Source: an optimization exercise on an open RTL-to-GDS flow (aim: small area). Production flows keep margins and buffers that such runs may drop.
Function was checked by simulation only, so behaviour that the tests miss may differ from the original.
No activity file was given, so power comes from the tool's default toggle rates. The flow treats the clock pin as an ideal source, which a real chip does not have.

==> job 4912: inputs <==
## node
module node(clk, rst, textfile, keyword, data_wr, key_en, result);
	input clk;
	input rst;
	input [31:0] textfile;
	input [31:0] keyword;
	input data_wr;
	input key_en;
	output [31:0] result;
	reg [127:0] kc, ka, kb;
	reg ken_d;
	reg eq_c, eq_a, eq_b;
	reg cur_valid;		 
	reg cur_stored;		 
	reg [1:0] cur_slot;	 
	reg a_valid, b_valid;
	reg [1:0] a_slot, b_slot;
	reg [1:0] nslots;	 
	wire kfirst = key_en & ~ken_d;
	wire kdone  = ken_d & ~key_en;
	wire st_a = cur_valid & ~cur_stored & ~a_valid;
	wire st_b = cur_valid & ~cur_stored & a_valid & ~b_valid;
	always @(posedge clk) begin
		ken_d <= key_en;
		if (key_en) begin
			kc <= {keyword, kc[127:32]};
			ka <= {(st_a ? kc[31:0] : ka[31:0]), ka[127:32]};
			kb <= {(st_b ? kc[31:0] : kb[31:0]), kb[127:32]};
			eq_c <= (kfirst | eq_c) & (keyword == kc[31:0]);
			eq_a <= (kfirst | eq_a) & (keyword == ka[31:0]);
			eq_b <= (kfirst | eq_b) & (keyword == kb[31:0]);
		end
	end
	reg d1, d2, d3, d4;
	reg [15:0] t1;
	reg [7:0] t2;
	always @(posedge clk) begin
		d1 <= data_wr;
		d2 <= d1;
		d3 <= d2;
		d4 <= d3;
		t1 <= textfile[31:16];
		t2 <= t1[15:8];
	end
	wire [7:0] b = data_wr ? textfile[7:0] :
	               d1      ? textfile[15:8] :
	               d2      ? t1[7:0] : t2;
	wire lv = data_wr | d1 | d2 | d3;
	wire sep = (b == 8'h00) || (b[7:4] == 4'h2) || (b == 8'h3a) || (b == 8'h3b) || (b == 8'h3f);
	reg [4:0] col;		 
	reg match;		 
	wire [7:0] kl = kc[{col[3:0], 3'b000} +: 8];
	wire full = col[4];
	wire comp = (lv & sep & (col != 5'd0)) | ((lv & ~sep | d4) & full);
	wire eqw = match & (full | (kl == 8'h00));
	always @(posedge clk or negedge rst)
		if (!rst) begin
			col <= 5'd0;
		end else if (comp) begin
			col <= 5'd0;
		end else if (lv & ~sep) begin
			col <= col + 5'd1;
		end
	always @(posedge clk)
		if (lv & ~sep & ~full)
			match <= ((col == 5'd0) | match) & (b == kl);
	reg s1, s2;
  ...
==> module node, before the edit <==
module node(clk, rst, textfile, keyword, data_wr, key_en, result);
	input clk;
	input rst;
	input [31:0] textfile;
	input [31:0] keyword;
	input data_wr;
	input key_en;
	output [31:0] result;
	reg [127:0] kc, ka, kb;
	reg ken_d;
	reg eq_c, eq_a, eq_b;
	reg cur_valid;		 
	reg cur_stored;		 
	reg [1:0] cur_slot;	 
	reg a_valid, b_valid;
	reg [1:0] a_slot, b_slot;
	reg [1:0] nslots;	 
	wire kfirst = key_en & ~ken_d;
	wire kdone  = ken_d & ~key_en;
	wire st_a = cur_valid & ~cur_stored & ~a_valid;
	wire st_b = cur_valid & ~cur_stored & a_valid & ~b_valid;
	always @(posedge clk) begin
		ken_d <= key_en;
		if (key_en) begin
			kc <= {keyword, kc[127:32]};
			ka <= {(st_a ? kc[31:0] : ka[31:0]), ka[127:32]};
			kb <= {(st_b ? kc[31:0] : kb[31:0]), kb[127:32]};
			eq_c <= (kfirst | eq_c) & (keyword == kc[31:0]);
			eq_a <= (kfirst | eq_a) & (keyword == ka[31:0]);
			eq_b <= (kfirst | eq_b) & (keyword == kb[31:0]);
		end
	end
	reg d1, d2, d3, d4;
	reg [15:0] t1;
	reg [7:0] t2;
	always @(posedge clk) begin
		d1 <= data_wr;
		d2 <= d1;
		d3 <= d2;
		d4 <= d3;
		t1 <= textfile[31:16];
		t2 <= t1[15:8];
	end
	wire [7:0] b = data_wr ? textfile[7:0] :
	               d1      ? textfile[15:8] :
	               d2      ? t1[7:0] : t2;
	wire lv = data_wr | d1 | d2 | d3;
	wire sep = (b == 8'h00) || (b[7:4] == 4'h2) || (b == 8'h3a) || (b == 8'h3b) || (b == 8'h3f);
	reg [4:0] col;		 
	reg match;		 
	wire [7:0] kl = kc[{col[3:0], 3'b000} +: 8];
	wire full = col[4];
	wire comp = (lv & sep & (col != 5'd0)) | ((lv & ~sep | d4) & full);
	wire eqw = match & (full | (kl == 8'h00));
	always @(posedge clk or negedge rst)
		if (!rst) begin
			col <= 5'd0;
		end else if (comp) begin
			col <= 5'd0;
		end else if (lv & ~sep) begin
			col <= col + 5'd1;
		end
	always @(posedge clk)
		if (lv & ~sep & ~full)
			match <= ((col == 5'd0) | match) & (b == kl);
	reg s1, s2;
	reg [13:0] r;
	wire s = comp & eqw & ~s2;
	wire f = s & ~(r[0] | r[1] | r[2] | r[3]);
	always @(posedge clk) begin
		s1 <= s;
		s2 <= s1;
	end
	always @(posedge clk or negedge rst)
		if (!rst)
			r <= 14'd0;
		else
			r <= {r[12:0], f};
	wire upd = r[13];
	reg [4:0] c0;
	reg [3:0] c1, c2, c3;
	always @(posedge clk or negedge rst)
		if (!rst) begin
			c0 <= 0; c1 <= 0; c2 <= 0; c3 <= 0;
			cur_valid <= 0; cur_stored <= 0; cur_slot <= 0;
			a_valid <= 0; b_valid <= 0; a_slot <= 0; b_slot <= 0;
			nslots <= 0;
		end else begin
			if (upd) begin
				case (cur_slot)
					2'd0: c0 <= c0 + 5'd1;
					2'd1: c1 <= c1 + 4'd1;
					2'd2: c2 <= c2 + 4'd1;
					2'd3: c3 <= c3 + 4'd1;
				endcase
				if (!cur_valid) begin
					cur_valid <= 1'b1;
					nslots <= nslots + 2'd1;
				end
			end
			if (kdone) begin
				if (st_a) begin a_valid <= 1'b1; a_slot <= cur_slot; end
				if (st_b) begin b_valid <= 1'b1; b_slot <= cur_slot; end
				if (eq_c & cur_valid) begin
					cur_stored <= cur_stored | st_a | st_b;
				end else if (eq_a & a_valid) begin
					cur_valid <= 1'b1; cur_stored <= 1'b1; cur_slot <= a_slot;
				end else if (eq_b & b_valid) begin
					cur_valid <= 1'b1; cur_stored <= 1'b1; cur_slot <= b_slot;
				end else begin
					cur_valid <= 1'b0; cur_stored <= 1'b0; cur_slot <= nslots;
				end
			end
		end
	assign result = {4'b0, c3, 4'b0, c2, 4'b0, c1, 3'b0, c0};
endmodule
Settings: LEC_CHECK=0, CAP_MARGIN=20, CORE_MARGIN=2, CORE_UTILIZATION=40, SLEW_MARGIN=20, SYNTH_MEMORY_MAX_BITS=8192; clock period 10.0 ns.
run.sh (not shown) runs the stock make flow with config.mk's settings and CLKGATE_MAP_FILE= SYNTH_SCRIPT=/design/flow/synth_recipe.tcl, a recipe that flattens the netlist after the stock synthesis.
==> inputs of job 4815, as changes to job 4912 <==
==> flow/design.v (replaced) <==
module node(clk, rst, textfile, keyword, data_wr, key_en, result);
	input clk;
	input rst;
	input [31:0] textfile;
	input [31:0] keyword;
	input data_wr;
	input key_en;
	output [31:0] result;
	reg [2:0] ph;
	reg [127:0] kc;
	reg [255:0] kr;
	reg ken_d;
	reg eq_c;		 
	reg er;			 
	reg eqa, eqb;		 
	reg cur_valid;		 
	reg [1:0] cur_slot;	 
	reg a_valid, b_valid;
	reg [1:0] a_slot, b_slot;
	reg [1:0] nslots;	 
	wire kfirst = key_en & ~ken_d;
	wire kdone  = ken_d & ~key_en;
	wire [31:0] m = kc[{ph[1:0], 5'b00000} +: 32];
	wire mr = (kr[31:0] == m);
	wire cp = ~key_en & ~ken_d & (ph[2] ? (a_valid & ~b_valid) : ~a_valid);
	always @(posedge clk or negedge rst)
		if (!rst)
			ph <= 3'd0;
		else
			ph <= ph + 3'd1;
	always @(posedge clk) begin
		ken_d <= key_en;
		if (key_en) begin
			kc <= {keyword, kc[127:32]};
			eq_c <= (kfirst | eq_c) & (keyword == kc[31:0]);
		end
		kr <= {(cp ? m : kr[31:0]), kr[255:32]};
		er <= ((ph[1:0] == 2'd0) | er) & mr;
		if (ph == 3'd3)
			eqa <= er & mr;
		if (ph == 3'd7)
			eqb <= er & mr;
	end
	wire hit_a = eqa & a_valid;
	wire hit_b = eqb & b_valid;
	wire [1:0] idx = cur_valid ? cur_slot : hit_a ? a_slot : hit_b ? b_slot : nslots;
	reg d1, d2, d3, d4;
	reg [7:0] p, q;
	always @(posedge clk) begin
		d1 <= data_wr;
		d2 <= d1;
		d3 <= d2;
		d4 <= d3;
		q <= textfile[31:24];
		p <= d2 ? q : textfile[23:16];
	end
	wire [7:0] b = data_wr ? textfile[7:0] : d1 ? textfile[15:8] : p;
	wire lv = data_wr | d1 | d2 | d3;
	wire sep = (b == 8'h00) || (b[7:4] == 4'h2) || (b == 8'h3a) || (b == 8'h3b) || (b == 8'h3f);
	reg [4:0] col;		 
	reg match;		 
	wire [7:0] kl = kc[{col[3:0], 3'b000} +: 8];
	wire full = col[4];
	wire comp = (lv & sep & (col != 5'd0)) | ((lv & ~sep | d4) & full);
	wire eqw = match & (full | (kl == 8'h00));
	always @(posedge clk or negedge rst)
		if (!rst)
			col <= 5'd0;
		else if (comp)
			col <= 5'd0;
		else if (lv & ~sep)
			col <= col + 5'd1;
	always @(posedge clk)
		if (lv & ~sep & ~full)
			match <= ((col == 5'd0) | match) & (b == kl);
	reg s1, s2;
	reg [13:0] r;
	wire s = comp & eqw & ~s2;
	wire f = s & ~(r[0] | r[1] | r[2] | r[3]);
	always @(posedge clk) begin
		s1 <= s;
		s2 <= s1;
	end
	always @(posedge clk) begin
		r[3:0] <= {r[2:0], f};
		r[8:5] <= r[7:4];
		r[13:10] <= r[12:9];
	end
	always @(posedge clk or negedge rst)
		if (!rst) begin
			r[4] <= 1'b0;
			r[9] <= 1'b0;
		end else begin
			r[4] <= r[3];
			r[9] <= r[8];
		end
	wire upd = r[13];
	reg [4:0] c0;
	reg [3:0] c1, c2, c3;
	always @(posedge clk or negedge rst)
		if (!rst) begin
			c0 <= 0; c1 <= 0; c2 <= 0; c3 <= 0;
			cur_valid <= 0;
			a_valid <= 0; b_valid <= 0;
			nslots <= 0;
		end else begin
			if (upd) begin
				case (idx)
					2'd0: c0 <= c0 + 5'd1;
					2'd1: c1 <= c1 + 4'd1;
					2'd2: c2 <= c2 + 4'd1;
					2'd3: c3 <= c3 + 4'd1;
				endcase
				cur_valid <= 1'b1;
				if (!cur_valid & !hit_a & !hit_b)
					nslots <= nslots + 2'd1;
			end
			if (kdone) begin
				if (cur_valid & ~a_valid)
					a_valid <= 1'b1;
				else if (cur_valid & ~b_valid)
					b_valid <= 1'b1;
				cur_valid <= cur_valid & eq_c;
			end
		end
	always @(posedge clk) begin
		if (upd)
			cur_slot <= idx;
		if (kdone & cur_valid & ~a_valid)
			a_slot <= cur_slot;
		if (kdone & cur_valid & a_valid & ~b_valid)
			b_slot <= cur_slot;
	end
	assign result = {4'b0, c3, 4'b0, c2, 4'b0, c1, 3'b0, c0};
endmodule
--- a/flow/config.mk
+++ b/flow/config.mk
@@ -8,5 +8,8 @@
 export CAP_MARGIN = 20
 export CORE_MARGIN = 2
-export CORE_UTILIZATION = 40
+export CORE_UTILIZATION = 70
+export CTS_BUF_LIST = sky130_fd_sc_hd__clkbuf_8 sky130_fd_sc_hd__clkbuf_16
+export CTS_CLUSTER_DIAMETER = 100
+export CTS_CLUSTER_SIZE = 24
 export SLEW_MARGIN = 20
 export SYNTH_MEMORY_MAX_BITS = 8192
==> inputs of job 2463, as changes to job 4912 <==
==> flow/design.v (replaced) <==
module node(clk, rst, textfile, keyword, data_wr, key_en, result);
	input clk;
	input rst;
	input [31:0] textfile;
	input [31:0] keyword;
	input data_wr;
	input key_en;
	output [31:0] result;
	reg [2:0] ph;
	reg [1:0] cph;
	reg [127:0] kc;
	reg [255:0] kr;
	reg ken_d;
	reg eq_c;		 
	reg er;			 
	reg eqa, eqb;		 
	reg [4:0] c0;
	reg [3:0] c1, c2, c3;
	reg cur_valid;		 
	reg [1:0] cur_slot;	 
	reg a_valid;		 
	reg b_valid;		 
	wire kfirst = key_en & ~ken_d;
	wire kdone  = ken_d & ~key_en;
	wire full3  = a_valid & b_valid & cur_valid;
	wire align  = (cph == ph[1:0]);
	wire rot    = ~key_en & (full3 ? (cph != 2'd0) : align);
	wire mr = (kr[31:0] == kc[31:0]);
	wire cp = ~key_en & ~ken_d & align & (ph[2] ? (a_valid & ~b_valid) : ~a_valid);
	always @(posedge clk or negedge rst)
		if (!rst)
			ph <= 3'd0;
		else
			ph <= ph + 3'd1;
	always @(posedge clk) begin
		ken_d <= key_en;
		if (key_en | rot)
			kc <= {(key_en ? keyword : kc[31:0]), kc[127:32]};
		if (key_en)
			cph <= 2'd0;
		else if (rot)
			cph <= cph + 2'd1;
		if (key_en)
			eq_c <= (kfirst | eq_c) & (keyword == kc[31:0]);
		kr <= {(cp ? kc[31:0] : kr[31:0]), kr[255:32]};
		er <= ((ph[1:0] == 2'd0) | er) & mr;
		if (ph == 3'd3)
			eqa <= er & mr;
		if (ph == 3'd7)
			eqb <= er & mr;
	end
	wire hit_a = eqa & a_valid;
	wire hit_b = eqb & b_valid;
	reg [1:0] nslots;	 
	wire [1:0] idx = cur_valid ? cur_slot : hit_a ? 2'd0 : hit_b ? 2'd1 : nslots;
	reg d1, d2, d3, d4;
	reg [7:0] p, q;
	always @(posedge clk) begin
		d1 <= data_wr;
		d2 <= d1;
		d3 <= d2;
		d4 <= d3;
		q <= textfile[31:24];
		p <= d2 ? q : textfile[23:16];
	end
	wire [7:0] b = data_wr ? textfile[7:0] : d1 ? textfile[15:8] : p;
	wire lv = data_wr | d1 | d2 | d3;
	wire sep = (b == 8'h00) || (b[7:4] == 4'h2) || (b == 8'h3a) || (b == 8'h3b) || (b == 8'h3f);
	reg [4:0] col;		 
	reg match;		 
	wire [1:0] kch = col[3:2] - cph;
	wire [7:0] kl = kc[{kch, col[1:0], 3'b000} +: 8];
	wire full = col[4];
	wire comp = (lv & sep & (col != 5'd0)) | ((lv & ~sep | d4) & full);
	wire eqw = match & (full | (kl == 8'h00));
	always @(posedge clk or negedge rst)
		if (!rst)
			col <= 5'd0;
		else if (comp)
			col <= 5'd0;
		else if (lv & ~sep)
			col <= col + 5'd1;
	always @(posedge clk)
		if (lv & ~sep & ~full)
			match <= ((col == 5'd0) | match) & (b == kl);
	reg s1, s2;
	reg [13:0] r;
	wire s = comp & eqw & ~s2;
	wire f = s & ~(r[0] | r[1] | r[2] | r[3]);
	always @(posedge clk) begin
		s1 <= s;
		s2 <= s1;
	end
	always @(posedge clk) begin
		r[2:0] <= {r[1:0], f};
		r[6:4] <= r[5:3];
		r[10:8] <= r[9:7];
		r[13:12] <= r[12:11];
	end
	always @(posedge clk or negedge rst)
		if (!rst) begin
			r[3] <= 1'b0;
			r[7] <= 1'b0;
			r[11] <= 1'b0;
		end else begin
			r[3] <= r[2];
			r[7] <= r[6];
			r[11] <= r[10];
		end
	wire upd = r[13];
	always @(posedge clk or negedge rst)
		if (!rst) begin
			c0 <= 0; c1 <= 0; c2 <= 0; c3 <= 0;
			cur_valid <= 0;
			a_valid <= 0; b_valid <= 0;
			nslots <= 0;
		end else begin
			c0 <= c0 + {4'd0, upd & (idx == 2'd0)};
			c1 <= c1 + {3'd0, upd & (idx == 2'd1)};
			c2 <= c2 + {3'd0, upd & (idx == 2'd2)};
			c3 <= c3 + {3'd0, upd & (idx == 2'd3)};
			if (upd) begin
				cur_valid <= 1'b1;
				if (!cur_valid & !hit_a & !hit_b)
					nslots <= nslots + 2'd1;
			end
			if (kdone) begin
				if (cur_valid & ~a_valid)
					a_valid <= 1'b1;
				else if (cur_valid & ~b_valid & (cur_slot != 2'd0))
					b_valid <= 1'b1;
				cur_valid <= full3 & eq_c;
			end
		end
	always @(posedge clk) begin
		if (upd)
			cur_slot <= idx;
	end
	assign result = {4'b0, c3, 4'b0, c2, 4'b0, c1, 3'b0, c0};
endmodule
==> flow/flow/run.sh (new file) <==
#!/bin/bash
# Standard ORFS layout with these changes to how it is made:
#  - port buffers use the smallest buffer cell,
#  - buffers inserted by ABC are removed before placement (repair re-adds
#    any that timing or slew needs),
#  - CTS clusters more flip-flops per clock buffer and adds no dummy loads,
#  - the constant outputs share the tie cell synthesis made.
set -euo pipefail
export BUFFER_PORTS_ARGS="-buffer_cell sky130_fd_sc_hd__buf_1"
export REMOVE_ABC_BUFFERS=1
export SKIP_REPAIR_TIE_FANOUT=1
export CTS_ARGS="-sink_clustering_enable -repair_clock_nets -sink_clustering_size 32 -sink_clustering_max_diameter 120 -buf_list {sky130_fd_sc_hd__clkbuf_4 sky130_fd_sc_hd__clkbuf_16} -sink_clustering_buffer sky130_fd_sc_hd__clkbuf_16 -root_buf sky130_fd_sc_hd__clkbuf_4 -tree_buf sky130_fd_sc_hd__clkbuf_4 -dont_use_dummy_load"
bash standard.sh synth > synth.log 2>&1
bash standard.sh finish > layout.log 2>&1
==> flow/standard.sh (new file) <==
#!/bin/bash
# synth_recipe.tcl (not shown) runs the flow's synth.tcl, then flattens the netlist and writes it again
# the make line also repeats each setting of config.mk as NAME=value (left out here)
make -C /OpenROAD-flow-scripts/flow DESIGN_CONFIG=/design/flow/config.mk WORK_HOME=/design/flow/orfs CLKGATE_MAP_FILE= SYNTH_SCRIPT=/design/flow/synth_recipe.tcl "${@:-finish}"
--- a/flow/config.mk
+++ b/flow/config.mk
@@ -8,5 +8,5 @@
 export CAP_MARGIN = 20
 export CORE_MARGIN = 2
-export CORE_UTILIZATION = 40
+export CORE_UTILIZATION = 70
 export SLEW_MARGIN = 20
 export SYNTH_MEMORY_MAX_BITS = 8192
removed: flow/run.sh
==> summary of the runs <==
Job 4815 ran to the end with no violations. Job 2463 finished clean. Job 4912 produced a clean layout.
Core utilization: job 4815 > job 2463 > job 4912.
Against job 4912, the critical path depth of job 4815 is lower by 1.
In job 2463 the wire length is smaller than in job 4912, by about 30%.
Synthesized cell count: job 2463 < job 4815 < job 4912.
The lowest worst hold slack belongs to job 2463, the highest to job 4912.
The lowest fmax belongs to job 4912, the highest to job 2463.
Between job 2463 and job 4912, the lower synthesized area is in job 2463 (gap about 20%, measured against job 4912).
==> figures <==
quantity                                                  job 2463        job 4912        job 4815
Upper clock frequency limit                                267 MHz         245 MHz         248 MHz
Launching point of the worst reg2reg path                   col[0]          col[0]           ph[0]
Part of the cycle the worst path needs                       37.4%           40.9%           40.3%
Share of the synthesized area in the top cell type           40.6%           65.4%           39.0%
CTS root buf                                              clkbuf_4       clkbuf_16       clkbuf_16
Filler Cell Count                                             1185            3788            1112
Share of total power consumed by net switching               27.5%           24.7%           25.3%
End of the worst register-to-register path                      s1              s1             eqb
Largest register FFs                                           256               -             256
Fraction of the mapped netlist area in adder cells           1.39%          0.421%          0.835%
Result of the run                                   finished clean  finished clean  finished clean
CTS sink count                                                 460             467             462
Number of vias per cell after detailed routing                5.66            5.05            5.95
Clk power                                                   777 uW         1760 uW          988 uW
Sequential cells                                               460             467             462

## what the ideal ports hide
The flow's constraints put no driver on any port. The routed layouts listed below were extracted and timed again, unchanged, in two steps.
Step 1, drivers: a clkbuf_16 drives clk and a buf_2 each remaining input, both assumed.
Step 2 also shifts input and output timing later by t, the mid clock arrival at the registers, as if the neighbouring blocks saw the same clock.
Three values: no drivers, after step 1, after step 2; two values: the first two.
run	t, ns	setup slack, ns	worst register clock-pin slew, ns	worst data-port slew with drivers (ns)	pins driven straight from the clock port
job 4912	0.610	5.914 / 5.938 / 5.328	0.06 / 0.06	0.09	1
job 4815	0.581	5.971 / 5.994 / 5.413	0.10 / 0.10	0.04	1
job 2463	0.758	6.261 / 6.280 / 5.522	0.12 / 0.12	0.04	1
After both steps setup and hold are still met in every run listed. The setup slack of job 2463, which loses most, moves by +0.019 ns with the drivers and by -0.739 ns with both steps.
